Context: an optimization exercise on an open-source flow, tuned for small area. The choices shown serve that exercise and are no tape-out recipe.
Only simulation tests tie the RTL to the original design; equivalence was not proved.
Power is estimated from default activity; no workload was simulated.

## flow/design.v (module list and top-level ports; edited modules follow where they fit)
// module CPU: 2350 lines
module CPU
  ( input             clk
  , input             rst
  , output reg [15:0] addr
  , input      [ 7:0] data_in
  , output reg [ 7:0] data_out
  , output reg        rd_enable
  , output reg        wr_enable
  , input      [7:0]  int_pending
  , output reg [7:0]  int_clear
  );
  // ...
==> flow/run.sh <==
#!/bin/bash
# synth_recipe.tcl (not shown) runs the flow's synth.tcl, then flattens the netlist and writes it again
# the make line also repeats each setting of config.mk as NAME=value (left out here)
make -C /OpenROAD-flow-scripts/flow DESIGN_CONFIG=/design/flow/config.mk WORK_HOME=/design/flow/orfs CLKGATE_MAP_FILE= SYNTH_SCRIPT=/design/flow/synth_recipe.tcl finish
==> flow/config.mk <==
export PLATFORM = sky130hd
export DESIGN_NAME = CPU
export DESIGN_NICKNAME = CPU
export VERILOG_FILES = /design/flow/design.v
export SDC_FILE = /design/flow/constraint.sdc
export NUM_CORES = 8
export LEC_CHECK = 0
export CAP_MARGIN = 20
export CORE_MARGIN = 2
export CORE_UTILIZATION = 30
export SLEW_MARGIN = 20
==> flow/constraint.sdc <==
create_clock -name core_clock -period 10.0 [get_ports {clk}]
set_input_delay 2.0000 -clock core_clock [delete_from_list [all_inputs] [get_ports {clk}]]
set_output_delay 2.0000 -clock core_clock [all_outputs]
set_load 0.01 [all_outputs]
==> metrics list, run 1 <==
* Result of the run: finished clean
- Length of routed wiring on met1: 98690 µm
- Tracing the worst setup path back leads to its startpoint at int_pending[0].
* Hold Path Origin: int_clear[1]
- After synthesis, the largest area contributor takes up 7.963% of total cell area.
- After detailed routing, the number of vias per cell comes to 7.738.
* Combinational cell power: 0.00411 W
- Post-route worst setup slack: 3592 ps
* Clock buffer count: 18
- Number of ports placed on the die boundary: 52
- Layout overhead on the synthesized area: 9.407%
* Die Span X: 339.7 µm
- Min-Delay Path Depth: 2
* Maximum fanout count along the critical path: 34
* Inserted Clock Buffers: 17
- Synthesis warning total: 1
- The tightest hold path in the finished design has a slack of 505.9 ps.
- Number of buffers inserted by port buffering: 48
- Final-layout setup total negative slack: 0 ps
* Cell-internal power: 0.002430 W
- Number of filler instances in the final layout: 12280
* Layout Nets: 5067
- Total placed cells including tap cells: 6463
- At the later pin of the worst-skew pair, clock insertion delay measures 610 ps.
- TritonCTS built the clock tree.
- After global routing the overflow that remains totals 0.
- Of all cell types, the one taking the most synthesized area is sky130_fd_sc_hd__a21oi_1.
* Number of endpoints failing setup at the final stage: 0
==> run 2, diff against run 1 <==
==> flow/design.v (replaced) <==
module CPU
  ( input             clk
  , input             rst
  , output reg [15:0] addr
  , input      [ 7:0] data_in
  , output reg [ 7:0] data_out
  , output reg        rd_enable
  , output reg        wr_enable
  , input      [7:0]  int_pending
  , output reg [7:0]  int_clear
  );
  reg [7:0]  op;       
  reg [4:0]  st;       
  reg        cb;       
  reg        intr;     
  reg        halted;
  reg        ime;
  reg [7:0]  a, b, c, d, e, h, l, w, z;
  reg [15:0] sp, pc;
  reg        zf, nf, hf, cf;
  reg [4:0]  ipq;      
  wire [1:0] p  = op[5:4];
  wire [2:0] oy = op[5:3];
  wire [2:0] oz = op[2:0];
  wire       oq = op[3];
  wire       x0 = op[7:6] == 2'd0;
  wire       x1 = op[7:6] == 2'd1;
  wire       x2 = op[7:6] == 2'd2;
  wire       x3 = op[7:6] == 2'd3;
  wire       y6 = oy == 3'd6;
  wire       z6 = oz == 3'd6;
  wire cond = (op[4] ? cf : zf) == op[3];
  wire i_ld16    = x0 & oz == 3'd1 & !oq;
  wire i_addhl   = x0 & oz == 3'd1 & oq;
  wire i_ldrra   = x0 & oz == 3'd2 & !oq & !op[5];
  wire i_ldia    = x0 & oz == 3'd2 & !oq & op[5];
  wire i_ldarr   = x0 & oz == 3'd2 & oq & !op[5];
  wire i_ldai    = x0 & oz == 3'd2 & oq & op[5];
  wire i_incdec16= x0 & oz == 3'd3;
  wire i_incdec8 = x0 & oz[2:1] == 2'd2 & !y6;
  wire i_incdechl= x0 & oz[2:1] == 2'd2 & y6;
  wire i_ld8i    = x0 & oz == 3'd6 & !y6;
  wire i_ldhli   = op == 8'h36;
  wire i_rota    = x0 & oz == 3'd7 & !op[5];
  wire i_daa     = op == 8'h27;
  wire i_cpl     = op == 8'h2f;
  wire i_scf     = op == 8'h37;
  wire i_ccf     = op == 8'h3f;
  wire i_ldnsp   = op == 8'h08;
  wire i_jr      = op == 8'h18;
  wire i_jrcc    = x0 & oz == 3'd0 & op[5];
  wire i_halt    = op == 8'h76;
  wire i_ldrr    = x1 & !y6 & !z6;
  wire i_ldrhl   = x1 & z6 & !y6;
  wire i_ldhlr   = x1 & y6 & !z6;
  wire i_alur    = x2 & !z6;
  wire i_aluhl   = x2 & z6;
  wire i_retcc   = x3 & oz == 3'd0 & !op[5];
  wire i_ldhw    = op == 8'he0;
  wire i_addsp   = op == 8'he8;
  wire i_ldhr    = op == 8'hf0;
  wire i_ldhlsp  = op == 8'hf8;
  wire i_pop     = x3 & oz == 3'd1 & !oq;
  wire i_ret     = x3 & oz == 3'd1 & oq & !op[5];
  wire i_jphl    = op == 8'he9;
  wire i_ldsphl  = op == 8'hf9;
  wire i_jpcc    = x3 & oz == 3'd2 & !op[5];
  wire i_ldca    = op == 8'he2;
  wire i_ldnna   = op == 8'hea;
  wire i_ldac    = op == 8'hf2;
  wire i_ldann   = op == 8'hfa;
  wire i_jp      = op == 8'hc3;
  wire i_cbp     = op == 8'hcb;
  wire i_diei    = x3 & op[5:4] == 2'd3 & oz == 3'd3;
  wire i_callcc  = x3 & oz == 3'd4 & !op[5];
  wire i_push    = x3 & oz == 3'd5 & !oq;
  wire i_call    = op == 8'hcd;
  wire i_alun    = x3 & oz == 3'd6;
  wire i_rst     = x3 & oz == 3'd7;
  wire i_bad     = op == 8'h10 | op == 8'hd3 | op == 8'hdb | op == 8'hdd |
                   op == 8'he3 | op == 8'he4 | op == 8'heb | op == 8'hec |
                   op == 8'hed | op == 8'hf4 | op == 8'hfc | op == 8'hfd;
  localparam AB_BC = 4'd0, AB_DE = 4'd1, AB_HL = 4'd2, AB_SP = 4'd3,
             AB_PC = 4'd4, AB_WZ = 4'd5, AB_FFC = 4'd6, AB_FFZ = 4'd7,
             AB_VEC = 4'd8;
  localparam RB_F = 4'd8, RB_PCH = 4'd9, RB_PCL = 4'd10, RB_SPH = 4'd11,
             RB_SPL = 4'd12, RB_Z = 4'd13, RB_NONE = 4'd15;
  localparam X_0 = 3'd0, X_A = 3'd1, X_L = 3'd2, X_H = 3'd3, X_FF = 3'd4,
             X_M = 3'd5, X_NM = 3'd6;
  localparam R_SUM = 3'd0, R_AND = 3'd1, R_XOR = 3'd2, R_OR = 3'd3,
             R_SH = 3'd4;
  localparam D_SPH = 4'd8, D_SPL = 4'd9, D_W = 4'd10, D_Z = 4'd11,
             D_NONE = 4'd6;
  reg        c_rd, c_wr;
  reg [3:0]  c_ab;
  reg [3:0]  c_rb;
  reg [2:0]  c_x;
  reg        c_inv, c_cin, c_sub, c_daa;
  reg [2:0]  c_res;
  reg [3:0]  c_dst;
  reg        c_pc;             
  reg        c_w16;            
  reg [2:0]  c_pair;           
  reg        c_kff, c_kz, c_cin16;
  reg        c_fz, c_fn, c_fh, c_fc;
  reg        d_fz, d_fn, d_fh, d_fc;
  reg        c_end, c_jmp4, c_hold, c_morph, c_cbset, c_opld;
  reg        c_halt, c_imew, d_ime;
  wire [7:0] res;
  wire       zres, c4, c8, shc, c4w, c8w;
  wire       daa_lo, daa_hi;
  wire a_arith = !oy[2] | (oy == 3'd7);
  wire a_sub   = (oy[2:1] == 2'd1) | (oy == 3'd7);
  wire a_cin   = a_sub ^ (oy[0] & !oy[2] & cf);
  always @* begin
    c_rd = 1'b0; c_wr = 1'b0;
    c_ab = AB_PC;
    c_rb = RB_NONE;
    c_x = X_0; c_inv = 1'b0; c_cin = 1'b0; c_sub = 1'b0; c_daa = 1'b0;
    c_res = R_OR;
    c_dst = D_NONE;
    c_pc = 1'b0; c_w16 = 1'b0; c_pair = 3'd0;
    c_kff = 1'b0; c_kz = 1'b0; c_cin16 = 1'b0;
    c_fz = 1'b0; c_fn = 1'b0; c_fh = 1'b0; c_fc = 1'b0;
    d_fz = 1'b0; d_fn = 1'b0; d_fh = 1'b0; d_fc = 1'b0;
    c_end = 1'b0; c_jmp4 = 1'b0; c_hold = 1'b0; c_morph = 1'b0;
    c_cbset = 1'b0; c_opld = 1'b0;
    c_halt = 1'b0; c_imew = 1'b0; d_ime = 1'b0;
    if (intr) begin
      case (st)
        5'd6: begin
          c_ab = AB_SP; c_kff = 1'b1; c_w16 = 1'b1; c_pair = 3'd3;
        end
        5'd14: begin
          c_wr = 1'b1; c_ab = AB_SP; c_rb = RB_PCH;
          c_kff = 1'b1; c_w16 = 1'b1; c_pair = 3'd3;
        end
        5'd18: begin
          c_wr = 1'b1; c_ab = AB_SP; c_rb = RB_PCL;
        end
        5'd19: begin
          c_ab = AB_VEC; c_pc = 1'b1; c_end = 1'b1;
        end
        default: ;
      endcase
    end else if (st == 5'd1) begin
      c_rd = 1'b1; c_ab = AB_PC; c_opld = 1'b1;
    end else if (st != 5'd0 && !cb) begin
      if (st == 5'd2) begin
        if (i_bad) c_hold = 1'b1;
        else if (!i_jphl) begin c_ab = AB_PC; c_cin16 = 1'b1; c_pc = 1'b1; end
      end
      if (i_ld16) begin
        if (st >= 5'd5 && st <= 5'd7 || st >= 5'd9 && st <= 5'd11) begin
          c_rd = 1'b1; c_rb = 4'd6;
        end
        if (st == 5'd7 || st == 5'd11) begin
          c_cin16 = 1'b1; c_pc = 1'b1;
          if (p == 2'd3) c_dst = st[3] ? D_SPH : D_SPL;
          else c_dst = {1'b0, p, !st[3]};
        end
        if (st == 5'd11) c_end = 1'b1;
      end
      if (i_addhl) begin
        if (st == 5'd4 || st == 5'd7) begin
          c_x = st[0] ? X_H : X_L;
          c_res = R_SUM;
          c_cin = st[0] & cf;
          if (p == 2'd3) c_rb = st[0] ? RB_SPH : RB_SPL;
          else c_rb = {1'b0, p, !st[0]};
          c_dst = st[0] ? 4'd4 : 4'd5;
          c_fn = 1'b1; c_fh = 1'b1; c_fc = 1'b1;
          d_fn = 1'b0; d_fh = c4; d_fc = c8;
        end
        if (st == 5'd7) c_end = 1'b1;
      end
      if (i_ldrra) begin
        if (st == 5'd5) begin
          c_wr = 1'b1; c_ab = op[4] ? AB_DE : AB_BC; c_rb = 4'd7;
        end
        if (st == 5'd7) c_end = 1'b1;
      end
      if (i_ldia) begin
        if (st == 5'd5) begin
          c_wr = 1'b1; c_ab = AB_HL; c_rb = 4'd7;
        end
        if (st == 5'd7) begin
          c_ab = AB_HL; c_kff = op[4]; c_cin16 = !op[4];
          c_w16 = 1'b1; c_pair = 3'd2; c_end = 1'b1;
        end
      end
      if (i_ldarr) begin
        if (st == 5'd5) begin
          c_rd = 1'b1; c_ab = op[4] ? AB_DE : AB_BC; c_rb = 4'd6;
          c_dst = 4'd7;
        end
        if (st == 5'd7) c_end = 1'b1;
      end
      if (i_ldai) begin
        if (st == 5'd5) begin
          c_rd = 1'b1; c_ab = AB_HL; c_rb = 4'd6; c_dst = 4'd7;
        end
        if (st == 5'd7) begin
          c_ab = AB_HL; c_kff = op[4]; c_cin16 = !op[4];
          c_w16 = 1'b1; c_pair = 3'd2; c_end = 1'b1;
        end
      end
      if (i_incdec16) begin
        if (st == 5'd6) begin
          c_ab = {2'b00, p}; c_kff = oq; c_cin16 = !oq;
          c_w16 = 1'b1; c_pair = {1'b0, p};
        end
        if (st == 5'd7) c_end = 1'b1;
      end
      if (i_incdec8) begin
        if (st == 5'd3) begin
          c_x = op[0] ? X_FF : X_0; c_rb = {1'b0, oy}; c_res = R_SUM;
          c_cin = !op[0]; c_sub = op[0]; c_dst = {1'b0, oy};
          c_fz = 1'b1; c_fn = 1'b1; c_fh = 1'b1;
          d_fz = zres; d_fn = op[0]; d_fh = c4 ^ op[0];
          c_end = 1'b1;
        end
      end
      if (i_incdechl) begin
        if (st == 5'd5) begin
          c_rd = 1'b1; c_ab = AB_HL; c_rb = 4'd6;
          c_x = op[0] ? X_FF : X_0; c_res = R_SUM;
          c_cin = !op[0]; c_sub = op[0]; c_dst = D_Z;
          c_fz = 1'b1; c_fn = 1'b1; c_fh = 1'b1;
          d_fz = zres; d_fn = op[0]; d_fh = c4 ^ op[0];
        end
        if (st == 5'd9) begin
          c_wr = 1'b1; c_ab = AB_HL; c_rb = RB_Z;
        end
        if (st == 5'd11) c_end = 1'b1;
      end
      if (i_ld8i) begin
        if (st == 5'd5) begin
          c_rd = 1'b1; c_ab = AB_PC; c_rb = 4'd6; c_dst = {1'b0, oy};
        end
        if (st == 5'd7) begin
          c_cin16 = 1'b1; c_pc = 1'b1; c_end = 1'b1;
        end
      end
      if (i_ldhli) begin
        if (st == 5'd7) begin
          c_rd = 1'b1; c_ab = AB_PC; c_rb = 4'd6; c_dst = D_Z;
          c_cin16 = 1'b1; c_pc = 1'b1;
        end
        if (st == 5'd9) begin
          c_wr = 1'b1; c_ab = AB_HL; c_rb = RB_Z;
        end
        if (st == 5'd11) c_end = 1'b1;
      end
      if (i_rota) begin
        if (st == 5'd3) begin
          c_rb = 4'd7; c_res = R_SH; c_dst = 4'd7;
          c_fz = 1'b1; c_fn = 1'b1; c_fh = 1'b1; c_fc = 1'b1;
          d_fz = 1'b0; d_fn = 1'b0; d_fh = 1'b0; d_fc = shc;
          c_end = 1'b1;
        end
      end
      if (i_daa) begin
        if (st == 5'd3) begin
          c_x = X_A; c_daa = 1'b1; c_res = R_SUM; c_dst = 4'd7;
          c_fz = 1'b1; c_fh = 1'b1; c_fc = 1'b1;
          d_fz = zres; d_fh = 1'b0; d_fc = daa_hi;
          c_end = 1'b1;
        end
      end
      if (i_cpl) begin
        if (st == 5'd3) begin
          c_x = X_A; c_inv = 1'b1; c_res = R_XOR; c_dst = 4'd7;
          c_fn = 1'b1; c_fh = 1'b1; d_fn = 1'b1; d_fh = 1'b1;
          c_end = 1'b1;
        end
      end
      if (i_scf | i_ccf) begin
        if (st == 5'd3) begin
          c_fn = 1'b1; c_fh = 1'b1; c_fc = 1'b1;
          d_fn = 1'b0; d_fh = 1'b0; d_fc = i_scf | !cf;
          c_end = 1'b1;
        end
      end
      if (op == 8'h00) begin
        if (st == 5'd3) c_end = 1'b1;
      end
      if (i_ldnsp) begin
        if (st == 5'd5 || st == 5'd9) begin
          c_rd = 1'b1; c_ab = AB_PC; c_rb = 4'd6;
          c_dst = st[3] ? D_W : D_Z;
        end
        if (st == 5'd7 || st == 5'd11) begin
          c_cin16 = 1'b1; c_pc = 1'b1;
        end
        if (st == 5'd13) begin
          c_wr = 1'b1; c_ab = AB_WZ; c_rb = RB_SPL;
        end
        if (st == 5'd14) begin
          c_ab = AB_WZ; c_cin16 = 1'b1; c_w16 = 1'b1; c_pair = 3'd4;
        end
        if (st == 5'd17) begin
          c_wr = 1'b1; c_ab = AB_WZ; c_rb = RB_SPH;
        end
        if (st == 5'd19) c_end = 1'b1;
      end
      if (i_jr | i_jrcc) begin
        if (st == 5'd5) begin
          c_rd = 1'b1; c_ab = AB_PC; c_rb = 4'd6; c_dst = D_Z;
          c_cin16 = 1'b1; c_pc = 1'b1;
        end
        if (st == 5'd7 && i_jrcc && !cond) c_end = 1'b1;
        if (st == 5'd11) begin
          c_ab = AB_PC; c_kz = 1'b1; c_pc = 1'b1; c_end = 1'b1;
        end
      end
      if (i_halt) begin
        if (st == 5'd3) begin
          c_halt = 1'b1; c_end = 1'b1;
        end
      end
      if (i_ldrr) begin
        if (st == 5'd3) begin
          c_rb = {1'b0, oz}; c_dst = {1'b0, oy}; c_end = 1'b1;
        end
      end
      if (i_ldrhl) begin
        if (st == 5'd5) begin
          c_rd = 1'b1; c_ab = AB_HL; c_rb = 4'd6; c_dst = {1'b0, oy};
        end
        if (st == 5'd7) c_end = 1'b1;
      end
      if (i_ldhlr) begin
        if (st == 5'd5) begin
          c_wr = 1'b1; c_ab = AB_HL; c_rb = {1'b0, oz};
        end
        if (st == 5'd7) c_end = 1'b1;
      end
      if ((i_alur && st == 5'd3) || ((i_aluhl || i_alun) && st == 5'd5)) begin
        c_x = X_A;
        c_rb = {1'b0, oz};
        if (i_alun) c_rb = 4'd6;
        if (!i_alur) begin c_rd = 1'b1; c_ab = i_alun ? AB_PC : AB_HL; end
        c_inv = a_sub; c_sub = a_sub; c_cin = a_cin;
        c_res = a_arith ? R_SUM : (oy == 3'd4 ? R_AND : (oy == 3'd5 ? R_XOR : R_OR));
        if (oy != 3'd7) c_dst = 4'd7;
        c_fz = 1'b1; c_fn = 1'b1; c_fh = 1'b1; c_fc = 1'b1;
        d_fz = zres; d_fn = a_sub;
        d_fh = a_arith ? (c4 ^ a_sub) : (oy == 3'd4);
        d_fc = a_arith & (c8 ^ a_sub);
      end
      if (i_alur && st == 5'd3) c_end = 1'b1;
      if (i_aluhl && st == 5'd7) c_end = 1'b1;
      if (i_alun && st == 5'd7) begin
        c_cin16 = 1'b1; c_pc = 1'b1; c_end = 1'b1;
      end
      if (i_retcc) begin
        if (st == 5'd7) begin
          if (cond) begin c_morph = 1'b1; c_jmp4 = 1'b1; end
          else c_end = 1'b1;
        end
      end
      if (i_pop) begin
        if (st == 5'd5 || st == 5'd9) begin
          c_rd = 1'b1; c_ab = AB_SP; c_rb = 4'd6;
          if (p == 2'd3) begin
            if (st[3]) c_dst = 4'd7;
            else begin
              c_fz = 1'b1; c_fn = 1'b1; c_fh = 1'b1; c_fc = 1'b1;
              d_fz = data_in[7]; d_fn = data_in[6];
              d_fh = data_in[5]; d_fc = data_in[4];
            end
          end else c_dst = {1'b0, p, !st[3]};
        end
        if (st == 5'd6 || st == 5'd10) begin
          c_ab = AB_SP; c_cin16 = 1'b1; c_w16 = 1'b1; c_pair = 3'd3;
        end
        if (st == 5'd11) c_end = 1'b1;
      end
      if (i_ret) begin
        if (st == 5'd5 || st == 5'd9) begin
          c_rd = 1'b1; c_ab = AB_SP; c_rb = 4'd6;
          c_dst = st[3] ? D_W : D_Z;
        end
        if (st == 5'd6 || st == 5'd10) begin
          c_ab = AB_SP; c_cin16 = 1'b1; c_w16 = 1'b1; c_pair = 3'd3;
        end
        if (st == 5'd7 && op[4]) begin c_imew = 1'b1; d_ime = 1'b1; end
        if (st == 5'd14) begin c_ab = AB_WZ; c_pc = 1'b1; end
        if (st == 5'd15) c_end = 1'b1;
      end
      if (i_jp | i_jpcc) begin
        if (st == 5'd5 || st == 5'd8) begin
          c_rd = 1'b1; c_ab = AB_PC; c_rb = 4'd6;
          c_dst = st[3] ? D_W : D_Z;
        end
        if (st == 5'd6 || st == 5'd10) begin
          c_cin16 = 1'b1; c_pc = 1'b1;
        end
        if (st == 5'd11 && i_jpcc && !cond) c_end = 1'b1;
        if (st == 5'd14) begin c_ab = AB_WZ; c_pc = 1'b1; end
        if (st == 5'd15) c_end = 1'b1;
      end
      if (i_call | i_callcc) begin
        if (st == 5'd5 || st == 5'd9) begin
          c_rd = 1'b1; c_ab = AB_PC; c_rb = 4'd6;
          c_dst = st[3] ? D_W : D_Z;
        end
        if (st == 5'd7 || st == 5'd11) begin
          c_cin16 = 1'b1; c_pc = 1'b1;
        end
        if (st == 5'd11 && i_callcc && !cond) c_end = 1'b1;
        if (st == 5'd14 || st == 5'd18) begin
          c_ab = AB_SP; c_kff = 1'b1; c_w16 = 1'b1; c_pair = 3'd3;
        end
        if (st == 5'd17) begin c_wr = 1'b1; c_ab = AB_SP; c_rb = RB_PCH; end
        if (st == 5'd21) begin c_wr = 1'b1; c_ab = AB_SP; c_rb = RB_PCL; end
        if (st == 5'd23) begin c_ab = AB_WZ; c_pc = 1'b1; c_end = 1'b1; end
      end
      if (i_push) begin
        if (st == 5'd6 || st == 5'd10) begin
          c_ab = AB_SP; c_kff = 1'b1; c_w16 = 1'b1; c_pair = 3'd3;
        end
        if (st == 5'd9 || st == 5'd13) begin
          c_wr = 1'b1; c_ab = AB_SP;
          if (p == 2'd3) c_rb = st[2] ? RB_F : 4'd7;
          else c_rb = {1'b0, p, st[2]};
        end
        if (st == 5'd15) c_end = 1'b1;
      end
      if (i_rst) begin
        if (st == 5'd6 || st == 5'd10) begin
          c_ab = AB_SP; c_kff = 1'b1; c_w16 = 1'b1; c_pair = 3'd3;
        end
        if (st == 5'd9) begin c_wr = 1'b1; c_ab = AB_SP; c_rb = RB_PCH; end
        if (st == 5'd13) begin c_wr = 1'b1; c_ab = AB_SP; c_rb = RB_PCL; end
        if (st == 5'd14) begin c_ab = AB_VEC; c_pc = 1'b1; end
        if (st == 5'd15) c_end = 1'b1;
      end
      if (i_ldhw | i_ldhr | i_ldnna | i_ldann) begin
        if (st == 5'd5 || (st == 5'd9 && (i_ldnna || i_ldann))) begin
          c_rd = 1'b1; c_ab = AB_PC; c_rb = 4'd6;
          c_dst = st[3] ? D_W : D_Z;
        end
        if (st == 5'd7 || (st == 5'd11 && (i_ldnna || i_ldann))) begin
          c_cin16 = 1'b1; c_pc = 1'b1;
        end
        if (i_ldhw && st == 5'd9) begin c_wr = 1'b1; c_ab = AB_FFZ; c_rb = 4'd7; end
        if (i_ldhr && st == 5'd9) begin c_rd = 1'b1; c_ab = AB_FFZ; c_rb = 4'd6; c_dst = 4'd7; end
        if (i_ldnna && st == 5'd13) begin c_wr = 1'b1; c_ab = AB_WZ; c_rb = 4'd7; end
        if (i_ldann && st == 5'd13) begin c_rd = 1'b1; c_ab = AB_WZ; c_rb = 4'd6; c_dst = 4'd7; end
        if ((i_ldhw || i_ldhr) && st == 5'd11) c_end = 1'b1;
        if ((i_ldnna || i_ldann) && st == 5'd15) c_end = 1'b1;
      end
      if (i_ldca) begin
        if (st == 5'd5) begin c_wr = 1'b1; c_ab = AB_FFC; c_rb = 4'd7; end
        if (st == 5'd7) c_end = 1'b1;
      end
      if (i_ldac) begin
        if (st == 5'd5) begin c_rd = 1'b1; c_ab = AB_FFC; c_rb = 4'd6; c_dst = 4'd7; end
        if (st == 5'd7) c_end = 1'b1;
      end
      if (i_addsp | i_ldhlsp) begin
        if (st == 5'd5) begin c_rd = 1'b1; c_ab = AB_PC; c_rb = 4'd6; c_dst = D_Z; end
        if (st == 5'd6) begin c_cin16 = 1'b1; c_pc = 1'b1; end
        if (st == 5'd7) begin
          c_ab = AB_SP; c_kz = 1'b1; c_w16 = 1'b1;
          c_pair = i_addsp ? 3'd3 : 3'd2;
          c_fz = 1'b1; c_fn = 1'b1; c_fh = 1'b1; c_fc = 1'b1;
          d_fz = 1'b0; d_fn = 1'b0; d_fh = c4w; d_fc = c8w;
        end
        if (i_ldhlsp && st == 5'd11) c_end = 1'b1;
        if (i_addsp && st == 5'd15) c_end = 1'b1;
      end
      if (i_jphl) begin
        if (st == 5'd3) begin c_ab = AB_HL; c_pc = 1'b1; c_end = 1'b1; end
      end
      if (i_ldsphl) begin
        if (st == 5'd6) begin c_ab = AB_HL; c_w16 = 1'b1; c_pair = 3'd3; end
        if (st == 5'd7) c_end = 1'b1;
      end
      if (i_diei) begin
        if (st == 5'd3) begin c_imew = 1'b1; d_ime = op[3]; c_end = 1'b1; end
      end
      if (i_cbp) begin
        if (st == 5'd5) begin
          c_rd = 1'b1; c_ab = AB_PC; c_opld = 1'b1; c_cbset = 1'b1;
        end
      end
    end else if (cb) begin
      if (st == 5'd6) begin c_cin16 = 1'b1; c_pc = 1'b1; end
      if ((!z6 && st == 5'd7) || (z6 && st == 5'd9)) begin
        c_rb = {1'b0, oz};
        if (z6) begin c_rd = 1'b1; c_ab = AB_HL; end
        case (op[7:6])
          2'd0: begin
            c_res = R_SH; c_dst = z6 ? D_Z : {1'b0, oz};
            c_fz = 1'b1; c_fn = 1'b1; c_fh = 1'b1; c_fc = 1'b1;
            d_fz = zres; d_fn = 1'b0; d_fh = 1'b0; d_fc = shc;
          end
          2'd1: begin
            c_x = X_M; c_res = R_AND;
            c_fz = 1'b1; c_fn = 1'b1; c_fh = 1'b1;
            d_fz = zres; d_fn = 1'b0; d_fh = 1'b1;
          end
          2'd2: begin
            c_x = X_NM; c_res = R_AND; c_dst = z6 ? D_Z : {1'b0, oz};
          end
          2'd3: begin
            c_x = X_M; c_res = R_OR; c_dst = z6 ? D_Z : {1'b0, oz};
          end
        endcase
      end
      if (z6 && !x1 && st == 5'd13) begin
        c_wr = 1'b1; c_ab = AB_HL; c_rb = RB_Z;
      end
      if (!z6 && st == 5'd7) c_end = 1'b1;
      if (z6 && x1 && st == 5'd11) c_end = 1'b1;
      if (z6 && !x1 && st == 5'd15) c_end = 1'b1;
    end
  end
  reg  [15:0] abus;
  wire        any_int = |ipq;
  wire [2:0]  iidx = ipq[0] ? 3'd0 : ipq[1] ? 3'd1 : ipq[2] ? 3'd2 :
                     ipq[3] ? 3'd3 : 3'd4;
  wire [7:0]  vec = intr ? (any_int ? {2'b01, iidx, 3'b000} : pc[7:0])
                         : {2'b00, oy, 3'b000};
  always @* begin
    case (c_ab)
      AB_BC:  abus = {b, c};
      AB_DE:  abus = {d, e};
      AB_HL:  abus = {h, l};
      AB_SP:  abus = sp;
      AB_PC:  abus = pc;
      AB_WZ:  abus = {w, z};
      AB_FFC: abus = {8'hff, c};
      AB_FFZ: abus = {8'hff, z};
      default: abus = {8'h00, vec};
    endcase
  end
  reg [7:0] rbus;
  always @* begin
    case (c_rb)
      4'd0: rbus = b;
      4'd1: rbus = c;
      4'd2: rbus = d;
      4'd3: rbus = e;
      4'd4: rbus = h;
      4'd5: rbus = l;
      4'd6: rbus = data_in;
      4'd7: rbus = a;
      RB_F:   rbus = {zf, nf, hf, cf, 4'h0};
      RB_PCH: rbus = pc[15:8];
      RB_PCL: rbus = pc[7:0];
      RB_SPH: rbus = sp[15:8];
      RB_SPL: rbus = sp[7:0];
      RB_Z:   rbus = z;
      default: rbus = 8'h00;
    endcase
  end
  wire [7:0] mask = 8'd1 << oy;
  reg  [7:0] xop;
  always @* begin
    case (c_x)
      X_A:  xop = a;
      X_L:  xop = l;
      X_H:  xop = h;
      X_FF: xop = 8'hff;
      X_M:  xop = mask;
      X_NM: xop = ~mask;
      default: xop = 8'h00;
    endcase
  end
  assign daa_lo = nf ? hf : (hf | (a[3:0] > 4'h9));
  assign daa_hi = nf ? cf : (cf | (a > 8'h99));
  wire [7:0] daa_k = nf ? {daa_lo | daa_hi, daa_lo & !daa_hi, daa_lo ^ daa_hi, daa_lo, daa_lo, 1'b0, daa_lo, 1'b0}
                        : {1'b0, daa_hi, daa_hi, 1'b0, 1'b0, daa_lo, daa_lo, 1'b0};
  wire [7:0] yop = (rbus | (c_daa ? daa_k : 8'h00)) ^ {8{c_inv}};
  wire [8:0] carry;
  wire [7:0] sum;
  assign carry[0] = c_cin;
  genvar gi;
  generate
    for (gi = 0; gi < 8; gi = gi + 1) begin : g_add8
      assign sum[gi] = xop[gi] ^ yop[gi] ^ carry[gi];
      assign carry[gi+1] = (xop[gi] & yop[gi]) | (carry[gi] & (xop[gi] ^ yop[gi]));
    end
  endgenerate
  assign c4 = carry[4];
  assign c8 = carry[8];
  reg [7:0] shr;
  reg       shc_r;
  always @* begin
    case (oy)
      3'd0: begin shr = {rbus[6:0], rbus[7]}; shc_r = rbus[7]; end
      3'd1: begin shr = {rbus[0], rbus[7:1]}; shc_r = rbus[0]; end
      3'd2: begin shr = {rbus[6:0], cf};      shc_r = rbus[7]; end
      3'd3: begin shr = {cf, rbus[7:1]};      shc_r = rbus[0]; end
      3'd4: begin shr = {rbus[6:0], 1'b0};    shc_r = rbus[7]; end
      3'd5: begin shr = {rbus[7], rbus[7:1]}; shc_r = rbus[0]; end
      3'd6: begin shr = {rbus[3:0], rbus[7:4]}; shc_r = 1'b0; end
      default: begin shr = {1'b0, rbus[7:1]}; shc_r = rbus[0]; end
    endcase
  end
  assign shc = shc_r;
  reg [7:0] res_r;
  always @* begin
    case (c_res)
      R_SUM: res_r = sum;
      R_AND: res_r = xop & yop;
      R_XOR: res_r = xop ^ yop;
      R_SH:  res_r = shr;
      default: res_r = xop | yop;
    endcase
  end
  assign res = res_r;
  assign zres = ~|res;
  wire [7:0]  k = c_kz ? z : (c_kff ? 8'hff : 8'h00);
  wire [16:0] cw;
  wire [15:0] u16;
  wire [15:0] k16 = {{8{k[7]}}, k};
  assign cw[0] = c_cin16;
  generate
    for (gi = 0; gi < 16; gi = gi + 1) begin : g_add16
      assign u16[gi] = abus[gi] ^ k16[gi] ^ cw[gi];
      assign cw[gi+1] = (abus[gi] & k16[gi]) | (cw[gi] & (abus[gi] ^ k16[gi]));
    end
  endgenerate
  assign c4w = cw[4];
  assign c8w = cw[8];
  wire [15:0] wb = c_w16 ? u16 : {res, res};
  always @* begin
    addr      = abus;
    data_out  = rbus;
    rd_enable = c_rd;
    wr_enable = c_wr;
    int_clear = 8'h00;
    if (intr && st == 5'd19 && any_int) int_clear[iidx] = 1'b1;
  end
  wire int_go = !intr && st == 5'd0 && ime && (|int_pending);
  always @(posedge clk) begin
    ipq <= int_pending[4:0];
    if (rst) begin
      st <= 5'd0;
      cb <= 1'b0;
      intr <= 1'b0;
      halted <= 1'b0;
      ime <= 1'b0;
    end else begin
      if (halted && (|int_pending)) halted <= 1'b0;
      if (c_halt) halted <= 1'b1;
      if (int_go) ime <= 1'b0;
      else if (c_imew) ime <= d_ime;
      if (st == 5'd0) begin
        if (int_go) begin
          intr <= 1'b1;
          st <= 5'd1;
        end else if (!halted) begin
          st <= 5'd1;
        end
      end else if (c_end) begin
        st <= 5'd0;
        cb <= 1'b0;
        intr <= 1'b0;
      end else if (c_jmp4) begin
        st <= 5'd4;
      end else if (!c_hold) begin
        st <= st + 5'd1;
      end
      if (c_cbset) cb <= 1'b1;
    end
  end
  always @(posedge clk) begin
    if (c_opld) op <= data_in;
    else if (c_morph) op <= (op | 8'h09) & 8'hef;
  end
  wire we_b   = c_dst == 4'd0 || (c_w16 && c_pair == 3'd0);
  wire we_c   = c_dst == 4'd1 || (c_w16 && c_pair == 3'd0);
  wire we_d   = c_dst == 4'd2 || (c_w16 && c_pair == 3'd1);
  wire we_e   = c_dst == 4'd3 || (c_w16 && c_pair == 3'd1);
  wire we_h   = c_dst == 4'd4 || (c_w16 && c_pair == 3'd2);
  wire we_l   = c_dst == 4'd5 || (c_w16 && c_pair == 3'd2);
  wire we_a   = c_dst == 4'd7;
  wire we_sph = c_dst == D_SPH || (c_w16 && c_pair == 3'd3);
  wire we_spl = c_dst == D_SPL || (c_w16 && c_pair == 3'd3);
  wire we_w   = c_dst == D_W   || (c_w16 && c_pair == 3'd4);
  wire we_z   = c_dst == D_Z   || (c_w16 && c_pair == 3'd4);
  always @(posedge clk) begin
    if (rst) begin
      a <= 8'h00; b <= 8'h00; c <= 8'h00; d <= 8'h00;
      e <= 8'h00; h <= 8'h00; l <= 8'h00;
      sp <= 16'h0000; pc <= 16'h0000;
      zf <= 1'b0; nf <= 1'b0; hf <= 1'b0; cf <= 1'b0;
    end else begin
      if (we_a) a <= res;
      if (we_b) b <= wb[15:8];
      if (we_c) c <= wb[7:0];
      if (we_d) d <= wb[15:8];
      if (we_e) e <= wb[7:0];
      if (we_h) h <= wb[15:8];
      if (we_l) l <= wb[7:0];
      if (we_sph) sp[15:8] <= wb[15:8];
      if (we_spl) sp[7:0] <= wb[7:0];
      if (c_pc) pc <= u16;
      if (c_fz) zf <= d_fz;
      if (c_fn) nf <= d_fn;
      if (c_fh) hf <= d_fh;
      if (c_fc) cf <= d_fc;
    end
  end
  always @(posedge clk) begin
    if (we_w) w <= wb[15:8];
    if (we_z) z <= wb[7:0];
  end
endmodule
==> run 2 against run 1 <==
Against the previous run: hold slack lost 28 ps; sequential share of layout area grew 6.5 points; clock power shrank 18%; global-route usage shrank 15 points; highest routed layer unchanged; flip-flop and latch count shrank 58; die area shrank 62%; final area shrank 59%; cell count shrank 64%; critical endpoint is now w[7]; still clean on timing, DRC and antenna.
==> metrics list, run 2 <==
- Result of the run: finished clean
- Clock tree from TritonCTS: built
* Cell-internal power: 0.001321 W (-46%)
- After synthesis, the most frequently instantiated cells are 192 x sky130_fd_sc_hd__nor2_1, 174 x sky130_fd_sc_hd__nand2_1, 106 x sky130_fd_sc_hd__dfxtp_1, 99 x sky130_fd_sc_hd__a21oi_1, 89 x sky130_fd_sc_hd__o21ai_0.
* Leakage power total: 5.796 nW
- No sink is reached through more buffers than the 2 on the longest clock path.
- Clk_skew: 14.36 ps
- Num Clock Sinks: 130
- Part of the Yosys area used for sequential elements: 22.21%
* Average detailed-routed wire length per instance: 30.22 µm
- The largest registers in the layout are pc x16, sp x16.
- Worst Tran Pin Value: 1001 ps
- The total negative slack for setup checks came to 0 ps (unchanged).
* Critical path endpoint category: flop
- The library cell used most frequently in the layout, excluding fill and tap cells, is sky130_fd_sc_hd__nor2_1.
- Portion of total power attributed to the clock network: 28.1%
* Row count: 75
* Antenna Violating Nets Remaining: 0
* DRC viols: 0
- The tool flagged a number of max-cap violations equal to 0.
- Post-synthesis instance area: 12800 µm²
* Setup crit start kind: flop
* Relative slew margins: 33.04%
- Min-Delay Path Depth: 2 (unchanged)
* Worst-path clk slew: 70 ps
* Most repeated cell in the gate-level netlist after synthesis: sky130_fd_sc_hd__nor2_1
- Synth top area share: 16.58% (+8.6 points)
* Power per cell area: 153.4 nW/µm²
- Level count of the clock H-tree: 4
- Mean number of vias per cell: 6.532 (-16%)
- Post-route worst setup slack: 362.3 ps (-3230 ps)
- After layout, the worst path uses 96.38% of the clock period.
- Number of antenna violations at the first check in global routing: 3
- Cell type with the highest aggregate area in the netlist: sky130_fd_sc_hd__dfxtp_1
- Via count of the first global-routing pass: 14660
* Switching share of total power: 43.73%
- The most numerous cell type found on the critical path is sky130_fd_sc_hd__fa_1.
- Core area: 42040 µm²
- Clock period minus worst slack: 9638 ps
- WS Path Type: flop to flop
- Congestion Overflow GR: 0 (unchanged)
* Number of DRC markers after the initial detailed-route iteration: 2216
- Number of hold violations in the final report: 0
* Vertical die dimension: 210.6 µm
* Share of power burned in combinational logic: 46.1%
- For this run, the top clock speed supported by timing is 103.8 MHz.
- The number of cells after detailed placement was 2320 (-64%).
- Worst slack after detailed placement: 262.3 ps
* Synthesis warning total: 1 (unchanged)
* Worst Reg2Reg Path Length in Cells: 40
- For this run, the detailed router's first-pass iteration total came to 7.
- Across the VDD grid, the largest voltage drop is 0.0001863 V.
- Fraction of layout cells with a size suffix above 1: 13.55%
- Compared with the post-synthesis result, the final layout area differs by 19.59%.
* Average cell area after synthesis: 7.494 µm²
* Layout Nets: 1870 (-63%)
* Maximum fanout count along the critical path: 13 (-62%)
* Routability congestion estimate: 1.026
- Cell Count, Final, Fillers Out: 2357
* Aggregate routed wire length: 71230 µm
- Final core utilization: 36.41%
* Async S/R FF share, synth: 0%
* Sequential Power Share: 25.8%
- In this run, synthesis produced a sequential element count of 130.
- At the worst endpoint, the required time is 10200 ps.
- For this run, the slowest stage of the critical path takes 470 ps.
* Most used cells in the layout excluding fill and tap cells: 190 x sky130_fd_sc_hd__nor2_1, 173 x sky130_fd_sc_hd__nand2_1, 143 x sky130_fd_sc_hd__buf_4
- Yosys cell types: 106
- Power comes to 0.002348 W.
* Clock Root Buffer: sky130_fd_sc_hd__clkbuf_16
- After clock tree synthesis, the flow added hold-fix buffers numbering 0.
- Initial cell density of the core: 30.45%
- Entering global routing, the biggest net connects 72 pins.
* DR vias: 15400
- The die span in x came to 210.6 µm (-38%).
- Number of enable-type register cells in the synthesized netlist: 24
* Post-Syn Instances: 1708
- Number of buffers inserted by port buffering: 51 (+6.3%)
- The insertion delay to the later sink of the worst-skew pair is 460 ps (-150 ps).
- Pins over their slew limit: 0
* Die Area: 44330 µm²
- Half-perimeter wire length after detailed placement: 54960 µm
- Arrival time worst endpoint: 9840 ps
- RSZ-0062 raised after global routing: true
- The I/O pin count came to 52 (unchanged).
* Total global routing track utilization: 31.69%
- Net switching power of the design: 0.001027 W
* Number of endpoints failing setup at the final stage: 0 (unchanged)
- Yosys attributes the largest share of cell area to sky130_fd_sc_hd__dfxtp_1 17%, sky130_fd_sc_hd__mux2i_1 6.8%, sky130_fd_sc_hd__edfxtp_1 5.6%, sky130_fd_sc_hd__nor2_1 5.6%, sky130_fd_sc_hd__nand2_1 5.1%.
- The largest individual stage delay along the critical path comes from the cell sky130_fd_sc_hd__fa_1.
* Inserted Clock Buffers: 17 (unchanged)
* Wire length of the first global-routing pass: 102900 µm
* Top flip-flop cell by instance count after synthesis: sky130_fd_sc_hd__dfxtp_1
- HP Class: flop to flop
[run 2: cell count changes after synthesis, sizes merged, moves of 67 or more]
cell / change
o21ai: -361
a21oi: -440
buf: -151
nor3: -121
a31oi: -79
nand2: -463
o22ai: -70
clkbuf: -269
nand3: -132
o211ai: -77
nor2: -324
a221oi: -89
xnor2: -67
[run 2: final timing paths]
kind	start	end	slack (ps)
setup reg to reg	st[0]	w[7]	360
hold / removal	cb	cb	480
setup / recovery	st[0]	w[7]	360
hold reg to reg	cb	cb	480
[run 2: layer usage]
metal  global-route usage (%)  vias up  part of all wire, %
li1                         -     6617                    -
met1                    40.70     7416                   40
met2                    49.32     1110                   44
met3                    7.032      250                   10
met4                    17.39        2                  6.4
met5                        0        -                0.018
[run 2: worst max-delay path: cells and delay by family, from the launching register on]
family	cells	cell delay [ps]
AO/OA/AOI/OAI	5	1190
XOR/XNOR	2	350
adder cells (fa/ha/maj)	16	5400
buffers and inverters	9	880
flip-flops	1	310
multiplexers	1	230
AND/OR/NAND/NOR	7	1030
[run 2: stage by stage]
| stage | hold WS (ps) | area (µm²) |
|---|---|---|
| final | 478.3 | 15310 |
| after global routing | 508.3 | 15300 |
| after CTS | 480.4 | 15190 |
| after detailed placement | 466.8 | 14580 |
| after global placement | 458.1 | 14580 |
| after floorplan | 443.8 | 12800 |
[run 2: kinds of logic (layout without fill, tap and decap cells)]
logic type	Yosys count	after routing	share of synthesized area (%)
other cells	0	2	0
simple gates	702	702	28.23
xor+xnor	13	13	0.8895
fa+ha+maj	49	49	6.139
buf+inv	199	307	6.364
mux	100	100	8.143
compound gates	515	515	28.03
flops	130	130	22.21
[run 2: repair_timing]
| item | 4_1_cts | 5_1_grt |
|---|---|---|
| gates resized for setup | 0 | 16 |
| endpoints found under the setup margin | 0 | 10 |
| setup buffers | 0 | 3 |
[run 2: final cells by class]
cell class / count / area (µm²)
multi-input combinational: 1379 / 9245
clock inverter: 14 / 177.7
antenna: 2 / 5.005
clock buffer: 18 / 429.2
tap: 539 / 674.4
fill: 4465 / 26730
timing repair buffer: 197 / 1639
inverter: 78 / 292.8
sequential: 130 / 2844
[run 2: power by group through the flow]
stage / Sequential [W] / Clock [W] / Combinational (W)
6_report: 0.000605 / 0.000660 / 0.00108
5_1_grt: 0.000607 / 0.000689 / 0.00113
4_1_cts: 0.000606 / 0.000670 / 0.00103
3_5_place_dp: 0.000617 / 0 / 0.00103
3_3_place_gp: 0.000616 / 0 / 0.00103
2_1_floorplan: 0.000599 / 0 / 0.000598

-- separate check: timing with driven ports --
No port has a modelled driver above. Below, the same layouts with a new extraction and two added sets of constraints. Step 1 sets driving cells, clkbuf_16 on the clock port and buf_2 on the other inputs (assumed; they add their load-dependent delay and slew). Step 2, shift: input delay + t, output delay - t, t = (earliest + latest rising clock arrival at the registers) / 2. This alone moves slack from input paths to output paths. Slacks: no drivers / after step 1 / after step 2; pairs: no drivers / after step 1.
run | t (ns) | slack for setup (ns) | slew at the worst register clock pin (ns) | worst data-port slew with drivers (ns)
run 1 | 0.661 | 3.592 / 3.635 / 2.974 | 0.11 / 0.11 | 0.03
run 2 | 0.508 | 0.362 / 0.362 / 0.362 | 0.07 / 0.07 | 0.04
After both steps setup and hold are still met in every run listed. The setup slack of run 1, which loses most, moves by +0.043 ns with the drivers and by -0.618 ns with both steps.
